Context: an optimization exercise on an open-source flow, tuned for small area, a short achievable clock period and few clock cycles. The choices shown serve that exercise and are no tape-out recipe. In this exercise RTL edits were held to simulation tests only and were not proved equivalent to the original.

## the baseline
## matrix_multiplier
module matrix_multiplier #(
    parameter N           = 8,
    parameter P           = 9,
    parameter M           = 10,
    parameter N_BIT_WIDTH = 3,
    parameter M_BIT_WIDTH = 4,
    parameter DATA_WIDTH  = 16,
    parameter ACCUM_WIDTH = 2*DATA_WIDTH + 1,
    parameter FIFO_SIZE   = 20
) (
    input wire clk,
    input wire rst_n,
    input wire fetch_stall,
    input wire data_stall,
    input wire pop_fifo,
    input wire start,
    input wire [P*DATA_WIDTH-1:0] mem_line,
    output wire [N_BIT_WIDTH-1:0]     n,
    output wire [M_BIT_WIDTH-1:0]     m,
    output wire fetch_row,
    output wire fetch_col,
    output wire [ACCUM_WIDTH-1:0] fifo_head,
    output wire fifo_empty,
    output wire fifo_full,
    output wire done,
    output wire err
);
Size: ~1500 flip-flops, ~200 I/O pins, roughly 100000 um^2 of cells after synthesis.
export LEC_CHECK = 0
export ABC_AREA = 1
export CAP_MARGIN = 20
export CORE_MARGIN = 2
export CORE_UTILIZATION = 40
export SETUP_SLACK_MARGIN = 4.0
export SLEW_MARGIN = 20
create_clock -name core_clock -period 9.0 [get_ports {clk}]
run.sh (not shown) runs the stock make flow with config.mk's settings and CLKGATE_MAP_FILE= SYNTH_SCRIPT=/design/flow/synth_recipe.tcl, a recipe that flattens the netlist after the stock synthesis.
Testbench counts of the baseline, summed over its fixed seeds: cycles 2,592.
Edits applied to the flow inputs when going from the baseline to the candidate:
Settings: SETUP_SLACK_MARGIN now 4.5, was 4.0.
==> flow/flow/run.sh (new file) <==
#!/bin/bash
# The standard layout (standard synthesis unchanged), with two changes to
# placement and repair: the port buffers are buf_4 cells instead of the
# default delay-buffer cells, and the resizer may swap a cell for any cell of
# the same function (not only one of the same footprint).
set -euo pipefail
bash standard.sh \
    "BUFFER_PORTS_ARGS=-buffer_cell sky130_fd_sc_hd__buf_4" \
    MATCH_CELL_FOOTPRINT=0 \
    finish > standard_flow.log 2>&1
==> flow/standard.sh (new file) <==
#!/bin/bash
# synth_recipe.tcl (not shown) runs the flow's synth.tcl, then flattens the netlist and writes it again
# the make line also repeats each setting of config.mk as NAME=value (left out here)
make -C /OpenROAD-flow-scripts/flow DESIGN_CONFIG=/design/flow/config.mk WORK_HOME=/design/flow/orfs CLKGATE_MAP_FILE= SYNTH_SCRIPT=/design/flow/synth_recipe.tcl "${@:-finish}"
removed: flow/run.sh
==> run notes <==
- The candidate ended up with a higher global routing usage summed across all routing layers than the baseline did.
- The candidate against the baseline: setup slack rose by 0.45 ns; wire length of the first global-routing pass rose by 22000 um; worst slack after detailed placement rose by 0.32 ns.

* * *

old:
matrix_multiplier, a different RTL version from the one above (not shown whole).
For scale: about 1500 flip-flops, about 100000 um^2 of cells after synthesis.
export LEC_CHECK = 0
export ABC_AREA = 1
export CAP_MARGIN = 20
export CORE_MARGIN = 2
export CORE_UTILIZATION = 55
export SETUP_SLACK_MARGIN = 4.5
export SLEW_MARGIN = 20
create_clock -name core_clock -period 9.0 [get_ports {clk}]
standard.sh (not shown) runs the stock make flow with config.mk's settings and CLKGATE_MAP_FILE= SYNTH_SCRIPT=/design/flow/synth_recipe.tcl, a recipe that flattens the netlist after the stock synthesis.
==> flow/flow/run.sh <==
#!/bin/bash
# The standard layout (standard synthesis unchanged), with two changes to
# placement and repair: the port buffers are buf_4 cells instead of the
# default delay-buffer cells, and the resizer may swap a cell for any cell of
# the same function (not only one of the same footprint).
set -euo pipefail
bash standard.sh \
    "BUFFER_PORTS_ARGS=-buffer_cell sky130_fd_sc_hd__buf_4" \
    MATCH_CELL_FOOTPRINT=0 \
    finish > standard_flow.log 2>&1
old went all the way through synthesis, placement and routing and the layout is clean on timing, DRC and antenna.
Testbench counts of old, summed over its fixed seeds: cycles 2,592.
## Diff of input files: new against old
- CTS_BUF_LIST now sky130_fd_sc_hd__clkbuf_4 sky130_fd_sc_hd__clkbuf_8, previously not set
### Flow results
- Design area ends up lower on new.
- On deepest clock path buffer count: between old and new, it ends up higher for new.
- There was hardly any difference in post-detailed-routing wire length between old and new.
- new vs old — sum of met2 wire segment lengths after detailed routing dropped slightly
- Comparing old and new, the lower final cell count was measured on old.
- In the flow results for old and new, the post-route worst hold slack is larger on new.

what the ideal ports hide:
The results above use ideal ports. As a check the final layouts listed here were re-extracted and re-timed, cells and wires unchanged. Step 1 assumes that a clkbuf_16 drives the clock port and a buf_2 every other input. Step 2, shift: input delay + t, output delay - t, t = (earliest + latest rising clock arrival at the registers) / 2. This alone moves slack from input paths to output paths. Three values: no drivers, after step 1, after step 2; two values: the first two.
| run | t (ns) | setup WS [ns] | worst setup path after step 2 | clock arrival spread, ns | worst register clock-pin slew, ns |
|---|---|---|---|---|---|
| the baseline | 0.936 | 4.011 / 4.011 / 3.679 | input to register | 0.070 / 0.070 | 0.07 / 0.07 |
| the candidate | 0.944 | 4.463 / 4.463 / 4.463 | register to register | 0.056 / 0.056 | 0.08 / 0.08 |
| old | 0.934 | 4.307 / 4.307 / 4.065 | input to register | 0.064 / 0.063 | 0.08 / 0.08 |
| new | 1.115 | 4.385 / 4.385 / 3.985 | input to register | 0.130 / 0.130 | 0.09 / 0.09 |
After both steps setup and hold are still met in every run listed. For new, which loses most, drivers alone change the setup slack by 0.000 ns; drivers and shift together by -0.400 ns.
